Source: an optimization exercise on an open RTL-to-GDS flow (aim: small area and a short achievable clock period). Production flows keep margins and buffers that such runs may drop.
Power is estimated from default activity; no workload was simulated.

==> inputs of run B <==
## pe_array
module pe_array (
  input wire [3:0] sw_output_1,
  input wire [3:0] sw_output_2,
  input wire [3:0] sw_output_3,
  input wire [3:0] sw_output_4,
  input wire [3:0] sw_output_5,
  input wire [3:0] sw_output_6,
  input wire [3:0] sw_output_7,
  input wire [3:0] sw_output_8,
  input wire [3:0] sw_output_9,
  input wire [3:0] sw_output_10,
  input wire [3:0] sw_output_11,
  input wire [3:0] sw_output_12,
  input wire [3:0] sw_output_13,
  input wire [3:0] sw_output_14,
  input wire [3:0] sw_output_15,
  input wire [3:0] sw_output_16,
  input wire [3:0] sw_output_17,
  input wire [3:0] sw_output_18,
  input wire [3:0] sw_output_19,
  input wire [3:0] sw_output_20,
  input wire [3:0] sw_output_21,
  input wire [3:0] sw_output_22,
  input wire [3:0] sw_output_23,
  input wire [3:0] sw_output_24,
  input wire [3:0] sw_output_25,
  input wire [3:0] sw_output_26,
  input wire [3:0] sw_output_27,
  input wire [3:0] sw_output_28,
  input wire [3:0] sw_output_29,
  input wire [3:0] sw_output_30,
  input wire [3:0] sw_output_31,
  input wire [3:0] sw_output_32,
  input wire [3:0] sw_output_33,
  input wire [3:0] sw_output_34,
  input wire [3:0] sw_output_35,
  ...
==> flow/config.mk <==
export PLATFORM = sky130hd
export DESIGN_NAME = pe_array
export DESIGN_NICKNAME = pe_array
export VERILOG_FILES = /design/flow/design.v
export SDC_FILE = /design/flow/constraint.sdc
export NUM_CORES = 4
export LEC_CHECK = 0
export CAP_MARGIN = 20
export CORE_MARGIN = 2
export CORE_UTILIZATION = 60
export CTS_CLUSTER_DIAMETER = 100
export CTS_CLUSTER_SIZE = 30
export SETUP_SLACK_MARGIN = 2.0
export SLEW_MARGIN = 20
export SYNTH_HIERARCHICAL = 1
==> flow/constraint.sdc <==
create_clock -name core_clock -period 4.5 [get_ports {clk}]
set_input_delay 0.9000 -clock core_clock [delete_from_list [all_inputs] [get_ports {clk}]]
set_output_delay 0.9000 -clock core_clock [all_outputs]
set_load 0.01 [all_outputs]
standard.sh (not shown) runs the stock make flow with config.mk's settings and CLKGATE_MAP_FILE= SYNTH_SCRIPT=/design/flow/synth_recipe.tcl, a recipe that flattens the netlist after the stock synthesis.
==> flow/flow/run.sh <==
#!/bin/bash
# Standard layout, with plain buffers (instead of delay cells) on the ports.
set -euo pipefail
bash standard.sh "BUFFER_PORTS_ARGS=-buffer_cell sky130_fd_sc_hd__buf_2" finish > standard_flow.log 2>&1
==> run P (differences from run B) <==
Settings changed: CTS_CLUSTER_DIAMETER 100 to 80, CTS_CLUSTER_SIZE 30 to 24.
==> comparison table <==
Result of the run: run P finished clean; run B finished clean
Wire length of the first global-routing pass: run P 257,200 um; run B 254,300 um
Tightest slew margin relative to the limit: run P 50.56%; run B 50.40%
Drt via density: run P 4.719; run B 4.727
Clock group total power: run P 11.8 mW; run B 8.60 mW
Clock buffer instance count of the final layout: run P 131; run B 86
Hold path startpoint: run P reset; run B dc8_0_1
Ratio of cells with drive above 1 in the final layout: run P 27.35%; run B 26.19%
Number of fill cells in the layout: run P 12.75k; run B 12.91k
Fraction of area in registers: run P 40.35%; run B 41.11%
Launch point of the worst reg-to-reg path: run P scd_8_8[0]; run B s_8_8[4]
Proportion of cell area spent on the clock network: run P 4.021%; run B 2.232%
HP Class: run P in2reg; run B reg2reg
Inserted Clock Buffers: run P 115; run B 77
Worst-case vdd ir drop: run P 0.0003888 V; run B 0.0004161 V
Number of global-route vias before repair: run P 48.27k; run B 47.74k
GR Util met2: run P 33.67%; run B 33.23%
Count of cells resized by post-cts repair: run P 42; run B 46
Fmax: run P 403.5 MHz; run B 403.1 MHz
Min Clock Period, post-route: run P 2.478 ns; run B 2.481 ns
Share of the clock period used by the worst path: run P 55.07%; run B 55.13%
Metal3 WL: run P 11,140 um; run B 10,490 um
Post-Route WL: run P 161,300 um; run B 159,700 um
Leakage power of the design: run P 45.22 nW; run B 44.37 nW
Met2 WL: run P 77,800 um; run B 76,770 um
No run of this note included a check of the RTL's function; only the layout flow was run.

---

==> run a: inputs <==
Another version of the RTL of pe_array (not shown whole).
==> flow/config.mk <==
export PLATFORM = sky130hd
export DESIGN_NAME = pe_array
export DESIGN_NICKNAME = pe_array
export VERILOG_FILES = /design/flow/design.v
export SDC_FILE = /design/flow/constraint.sdc
export NUM_CORES = 4
export LEC_CHECK = 0
export CAP_MARGIN = 20
export CORE_MARGIN = 2
export CORE_UTILIZATION = 60
export SLEW_MARGIN = 20
==> flow/constraint.sdc <==
create_clock -name core_clock -period 4.5 [get_ports {clk}]
set_input_delay 0.9000 -clock core_clock [delete_from_list [all_inputs] [get_ports {clk}]]
set_output_delay 0.9000 -clock core_clock [all_outputs]
set_load 0.01 [all_outputs]
Scripts as last shown in full above: flow/flow/run.sh
==> inputs of run b, as changes to run a <==
--- a/flow/design.v
+++ b/flow/design.v
@@ -24,22 +24,37 @@
 wire t10 = (pp[13] & t3) | (pp[13] & t2) | (t3 & t2);
 wire t11 = pp[11] ^ pp[14] ^ t4;
 wire t12 = (pp[11] & pp[14]) | (pp[11] & t4) | (pp[14] & t4);
 wire t13 = pp[1] ^ pp[4];
 wire t14 = pp[1] & pp[4];
-wire t15 = pp[8] ^ t5 ^ t14;
-wire t16 = (pp[8] & t5) | (pp[8] & t14) | (t5 & t14);
-wire t17 = t7 ^ t6 ^ t16;
-wire t18 = (t7 & t6) | (t7 & t16) | (t6 & t16);
-wire t19 = t9 ^ t8 ^ t18;
-wire t20 = (t9 & t8) | (t9 & t18) | (t8 & t18);
-wire t21 = t11 ^ t10 ^ t20;
-wire t22 = (t11 & t10) | (t11 & t20) | (t10 & t20);
-wire t23 = pp[15] ^ t12 ^ t22;
-wire t24 = (pp[15] & t12) | (pp[15] & t22) | (t12 & t22);
-assign lo = {t24, t23, t21, t19, t17, t15, t13, pp[0]};
-assign cd = 1'b0;
+wire t15 = pp[8] ^ t5;
+wire t16 = pp[8] & t5;
+wire t17 = t7 ^ t6;
+wire t18 = t7 & t6;
+wire t19 = t13 & pp[0];
+wire t20 = t18 | (t17 & t16);
+wire t21 = t17 & t15;
+wire t22 = t16 | (t15 & t14);
+wire t23 = t15 & t19;
+wire t24 = t20 | (t21 & t14);
+wire t25 = t21 & t19;
+wire t26 = t15 ^ t14;
+wire t27 = t17 ^ t22;
+wire t28 = t9 ^ t8;
+wire t29 = t9 & t8;
+wire t30 = t11 ^ t10;
+wire t31 = t11 & t10;
+wire t32 = pp[15] ^ t12;
+wire t33 = pp[15] & t12;
+wire t34 = t31 | (t30 & t29);
+wire t35 = t30 & t28;
+wire t36 = t33 | (t32 & t34);
+wire t37 = t32 & t35;
+wire t38 = t30 ^ t29;
+wire t39 = t32 ^ t34;
+assign lo = {t36, t39, t38, t28, t27, t26, t13, pp[0]};
+assign cd = {t24};
 assign c8 = 1'b0;
 endmodule
 module mac_unit (
   input  wire [3:0] w,
   input  wire [3:0] i,
@@ -56,18 +71,18 @@
     assign pp[4*x+y] = w[x] & i[y];
   end
 end endgenerate
 wire t1 = pp[3] ^ pp[6];
 wire t2 = pp[3] & pp[6];
-wire t3 = pp[7] ^ pp[10];
-wire t4 = pp[7] & pp[10];
+wire t3 = pp[7] ^ pp[10] ^ pp[13];
+wire t4 = (pp[7] & pp[10]) | (pp[7] & pp[13]) | (pp[10] & pp[13]);
 wire t5 = pp[2] ^ pp[5];
 wire t6 = pp[2] & pp[5];
 wire t7 = pp[9] ^ pp[12] ^ psum[3];
 wire t8 = (pp[9] & pp[12]) | (pp[9] & psum[3]) | (pp[12] & psum[3]);
-wire t9 = pp[13] ^ psum[4] ^ t3;
-wire t10 = (pp[13] & psum[4]) | (pp[13] & t3) | (psum[4] & t3);
+wire t9 = psum[4] ^ cin[0] ^ t3;
+wire t10 = (psum[4] & cin[0]) | (psum[4] & t3) | (cin[0] & t3);
 wire t11 = pp[11] ^ pp[14] ^ psum[5];
 wire t12 = (pp[11] & pp[14]) | (pp[11] & psum[5]) | (pp[14] & psum[5]);
 wire t13 = pp[1] ^ pp[4];
 wire t14 = pp[1] & pp[4];
 wire t15 = pp[8] ^ psum[2] ^ t5;
@@ -80,27 +95,49 @@
 wire t22 = (t4 & t11) | (t4 & t10) | (t11 & t10);
 wire t23 = pp[15] ^ psum[6] ^ t12;
 wire t24 = (pp[15] & psum[6]) | (pp[15] & t12) | (psum[6] & t12);
 wire t25 = pp[0] ^ psum[0];
 wire t26 = pp[0] & psum[0];
-wire t27 = psum[1] ^ t13 ^ t26;
-wire t28 = (psum[1] & t13) | (psum[1] & t26) | (t13 & t26);
-wire t29 = t15 ^ t14 ^ t28;
-wire t30 = (t15 & t14) | (t15 & t28) | (t14 & t28);
-wire t31 = t17 ^ t16 ^ t30;
-wire t32 = (t17 & t16) | (t17 & t30) | (t16 & t30);
-wire t33 = t19 ^ t18 ^ t32;
-wire t34 = (t19 & t18) | (t19 & t32) | (t18 & t32);
-wire t35 = t21 ^ t20 ^ t34;
-wire t36 = (t21 & t20) | (t21 & t34) | (t20 & t34);
-wire t37 = t23 ^ t22 ^ t36;
-wire t38 = (t23 & t22) | (t23 & t36) | (t22 & t36);
-wire t39 = psum[7] ^ t24 ^ t38;
-wire t40 = (psum[7] & t24) | (psum[7] & t38) | (t24 & t38);
-assign lo = {t39, t37, t35, t33, t31, t29, t27, t25};
-assign cd = 1'b0;
-assign c8 = t40;
+wire t27 = psum[1] ^ t13;
+wire t28 = psum[1] & t13;
+wire t29 = t15 ^ t14;
+wire t30 = t15 & t14;
+wire t31 = t17 ^ t16;
+wire t32 = t17 & t16;
+wire t33 = t28 | (t27 & t26);
+wire t34 = t27 & t25;
+wire t35 = t32 | (t31 & t30);
+wire t36 = t31 & t29;
+wire t37 = t30 | (t29 & t33);
+wire t38 = t29 & t34;
+wire t39 = t35 | (t36 & t33);
+wire t40 = t36 & t34;
+wire t41 = t27 ^ t26;
+wire t42 = t29 ^ t33;
+wire t43 = t31 ^ t37;
+wire t44 = t19 ^ t18;
+wire t45 = t19 & t18;
+wire t46 = t21 ^ t20;
+wire t47 = t21 & t20;
+wire t48 = t23 ^ t22;
+wire t49 = t23 & t22;
+wire t50 = psum[7] ^ t24;
+wire t51 = psum[7] & t24;
+wire t52 = t47 | (t46 & t45);
+wire t53 = t46 & t44;
+wire t54 = t51 | (t50 & t49);
+wire t55 = t50 & t48;
+wire t56 = t49 | (t48 & t52);
+wire t57 = t48 & t53;
+wire t58 = t54 | (t55 & t52);
+wire t59 = t55 & t53;
+wire t60 = t46 ^ t45;
+wire t61 = t48 ^ t52;
+wire t62 = t50 ^ t56;
+assign lo = {t62, t61, t60, t44, t43, t42, t41, t25};
+assign cd = {t39};
+assign c8 = t58;
 endmodule
 module pe_array (
   input wire [3:0] sw_output_1,
   input wire [3:0] sw_output_2,
   input wire [3:0] sw_output_3,
@@ -452,11 +489,11 @@
 always @(posedge clk) begin
   sh_0_8 <= (dh_0_7 + dc8_0_7) & {3{keep}};
   dh_0_8 <= sh_0_8;
 end
 reg [10:0] o_0;
-always @(posedge clk) o_0 <= oclr ? 11'd0 : {sh_0_8, s_0_8} + {sc8_0_8, 8'd0};
+always @(posedge clk) o_0 <= oclr ? 11'd0 : {sh_0_8, s_0_8} + {sc8_0_8, 8'd0} + (scd_0_8[0] << 4);
 assign final_output_1 = {1'b0, o_0 & {11{pe_array_enable}}};
 wire [7:0] lo_1_0;
 wire [0:0] cd_1_0;
 wire c8_1_0;
 mac_first pe_1_0 (.w(sw_output_10), .i(sw_output_91), .lo(lo_1_0), .cd(cd_1_0), .c8(c8_1_0));
@@ -625,11 +662,11 @@
 always @(posedge clk) begin
   sh_1_8 <= (dh_1_7 + dc8_1_7) & {3{keep}};
   dh_1_8 <= sh_1_8;
 end
 reg [10:0] o_1;
-always @(posedge clk) o_1 <= oclr ? 11'd0 : {sh_1_8, s_1_8} + {sc8_1_8, 8'd0};
+always @(posedge clk) o_1 <= oclr ? 11'd0 : {sh_1_8, s_1_8} + {sc8_1_8, 8'd0} + (scd_1_8[0] << 4);
 assign final_output_2 = {1'b0, o_1 & {11{pe_array_enable}}};
 wire [7:0] lo_2_0;
 wire [0:0] cd_2_0;
 wire c8_2_0;
 mac_first pe_2_0 (.w(sw_output_19), .i(sw_output_100), .lo(lo_2_0), .cd(cd_2_0), .c8(c8_2_0));
@@ -798,11 +835,11 @@
 always @(posedge clk) begin
   sh_2_8 <= (dh_2_7 + dc8_2_7) & {3{keep}};
   dh_2_8 <= sh_2_8;
 end
 reg [10:0] o_2;
-always @(posedge clk) o_2 <= oclr ? 11'd0 : {sh_2_8, s_2_8} + {sc8_2_8, 8'd0};
+always @(posedge clk) o_2 <= oclr ? 11'd0 : {sh_2_8, s_2_8} + {sc8_2_8, 8'd0} + (scd_2_8[0] << 4);
 assign final_output_3 = {1'b0, o_2 & {11{pe_array_enable}}};
 wire [7:0] lo_3_0;
 wire [0:0] cd_3_0;
 wire c8_3_0;
 mac_first pe_3_0 (.w(sw_output_28), .i(sw_output_109), .lo(lo_3_0), .cd(cd_3_0), .c8(c8_3_0));
@@ -971,11 +1008,11 @@
 always @(posedge clk) begin
   sh_3_8 <= (dh_3_7 + dc8_3_7) & {3{keep}};
   dh_3_8 <= sh_3_8;
 end
 reg [10:0] o_3;
-always @(posedge clk) o_3 <= oclr ? 11'd0 : {sh_3_8, s_3_8} + {sc8_3_8, 8'd0};
+always @(posedge clk) o_3 <= oclr ? 11'd0 : {sh_3_8, s_3_8} + {sc8_3_8, 8'd0} + (scd_3_8[0] << 4);
 assign final_output_4 = {1'b0, o_3 & {11{pe_array_enable}}};
 wire [7:0] lo_4_0;
 wire [0:0] cd_4_0;
 wire c8_4_0;
 mac_first pe_4_0 (.w(sw_output_37), .i(sw_output_118), .lo(lo_4_0), .cd(cd_4_0), .c8(c8_4_0));
@@ -1144,11 +1181,11 @@
 always @(posedge clk) begin
   sh_4_8 <= (dh_4_7 + dc8_4_7) & {3{keep}};
   dh_4_8 <= sh_4_8;
 end
 reg [10:0] o_4;
-always @(posedge clk) o_4 <= oclr ? 11'd0 : {sh_4_8, s_4_8} + {sc8_4_8, 8'd0};
+always @(posedge clk) o_4 <= oclr ? 11'd0 : {sh_4_8, s_4_8} + {sc8_4_8, 8'd0} + (scd_4_8[0] << 4);
 assign final_output_5 = {1'b0, o_4 & {11{pe_array_enable}}};
 wire [7:0] lo_5_0;
 wire [0:0] cd_5_0;
 wire c8_5_0;
 mac_first pe_5_0 (.w(sw_output_46), .i(sw_output_127), .lo(lo_5_0), .cd(cd_5_0), .c8(c8_5_0));
@@ -1317,11 +1354,11 @@
 always @(posedge clk) begin
   sh_5_8 <= (dh_5_7 + dc8_5_7) & {3{keep}};
   dh_5_8 <= sh_5_8;
 end
 reg [10:0] o_5;
-always @(posedge clk) o_5 <= oclr ? 11'd0 : {sh_5_8, s_5_8} + {sc8_5_8, 8'd0};
+always @(posedge clk) o_5 <= oclr ? 11'd0 : {sh_5_8, s_5_8} + {sc8_5_8, 8'd0} + (scd_5_8[0] << 4);
 assign final_output_6 = {1'b0, o_5 & {11{pe_array_enable}}};
 wire [7:0] lo_6_0;
 wire [0:0] cd_6_0;
 wire c8_6_0;
 mac_first pe_6_0 (.w(sw_output_55), .i(sw_output_136), .lo(lo_6_0), .cd(cd_6_0), .c8(c8_6_0));
@@ -1490,11 +1527,11 @@
 always @(posedge clk) begin
   sh_6_8 <= (dh_6_7 + dc8_6_7) & {3{keep}};
   dh_6_8 <= sh_6_8;
 end
 reg [10:0] o_6;
-always @(posedge clk) o_6 <= oclr ? 11'd0 : {sh_6_8, s_6_8} + {sc8_6_8, 8'd0};
+always @(posedge clk) o_6 <= oclr ? 11'd0 : {sh_6_8, s_6_8} + {sc8_6_8, 8'd0} + (scd_6_8[0] << 4);
 assign final_output_7 = {1'b0, o_6 & {11{pe_array_enable}}};
 wire [7:0] lo_7_0;
 wire [0:0] cd_7_0;
 wire c8_7_0;
 mac_first pe_7_0 (.w(sw_output_64), .i(sw_output_145), .lo(lo_7_0), .cd(cd_7_0), .c8(c8_7_0));
@@ -1663,11 +1700,11 @@
 always @(posedge clk) begin
   sh_7_8 <= (dh_7_7 + dc8_7_7) & {3{keep}};
   dh_7_8 <= sh_7_8;
 end
 reg [10:0] o_7;
-always @(posedge clk) o_7 <= oclr ? 11'd0 : {sh_7_8, s_7_8} + {sc8_7_8, 8'd0};
+always @(posedge clk) o_7 <= oclr ? 11'd0 : {sh_7_8, s_7_8} + {sc8_7_8, 8'd0} + (scd_7_8[0] << 4);
 assign final_output_8 = {1'b0, o_7 & {11{pe_array_enable}}};
 wire [7:0] lo_8_0;
 wire [0:0] cd_8_0;
 wire c8_8_0;
 mac_first pe_8_0 (.w(sw_output_73), .i(sw_output_154), .lo(lo_8_0), .cd(cd_8_0), .c8(c8_8_0));
@@ -1836,8 +1873,8 @@
 always @(posedge clk) begin
   sh_8_8 <= (dh_8_7 + dc8_8_7) & {3{keep}};
   dh_8_8 <= sh_8_8;
 end
 reg [10:0] o_8;
-always @(posedge clk) o_8 <= oclr ? 11'd0 : {sh_8_8, s_8_8} + {sc8_8_8, 8'd0};
+always @(posedge clk) o_8 <= oclr ? 11'd0 : {sh_8_8, s_8_8} + {sc8_8_8, 8'd0} + (scd_8_8[0] << 4);
 assign final_output_9 = {1'b0, o_8 & {11{pe_array_enable}}};
 endmodule
==> notes <==
Against run a, the via count of run b is higher by 15%. Between run a and run b, the lower hold slack is in run a (gap 0.026 ns). Global-route usage is about the same in run a and run b. Between run b and run a, the lower clock power is in run a (gap about 10%, measured against run a). Between run a and run b, the lower sequential power is in run a (gap about 7%, measured against run b). Between run a and run b, the lower die area is in run a (gap 10%, measured against run b). Of run b and run a, run b has the higher clock skew (gap 0.019 ns).
No functional check of the RTL was part of any run of this note.

[port drivers added, routing unchanged]
The results above use ideal ports. As a check the final layouts listed here were re-extracted and re-timed, cells and wires unchanged.
Step 1: set_driving_cell puts a clkbuf_16 on clk and a buf_2 on each other input, an assumption about the parent block.
Step 2 moves the port delays by t, midway between the first and last clock arrival at a register: inputs arrive t later, outputs are due t later. That takes back most of the time a late clock gives input paths.
a / b / c = no drivers / after step 1 / after step 2; a / b = the first two.
| run | t, ns | setup slack, ns | clock arrival spread, ns | worst register clock-pin slew, ns |
|---|---|---|---|---|
| run B of note 1 | 0.770 | 2.019 / 1.669 / 1.398 | 0.037 / 0.037 | 0.11 / 0.11 |
| run P of note 1 | 0.822 | 2.022 / 1.671 / 1.421 | 0.030 / 0.030 | 0.10 / 0.10 |
| run a of note 2 | 0.869 | 0.071 / 0.071 / -0.243 | 0.027 / 0.027 | 0.06 / 0.06 |
| run b of note 2 | 0.869 | 0.765 / 0.765 / 0.394 | 0.048 / 0.048 | 0.07 / 0.07 |
With both steps, setup timing fails in run a of note 2, where it was met with ideal ports. The setup slack of run B of note 1, which loses most, moves by -0.350 ns with the drivers and by -0.621 ns with both steps.
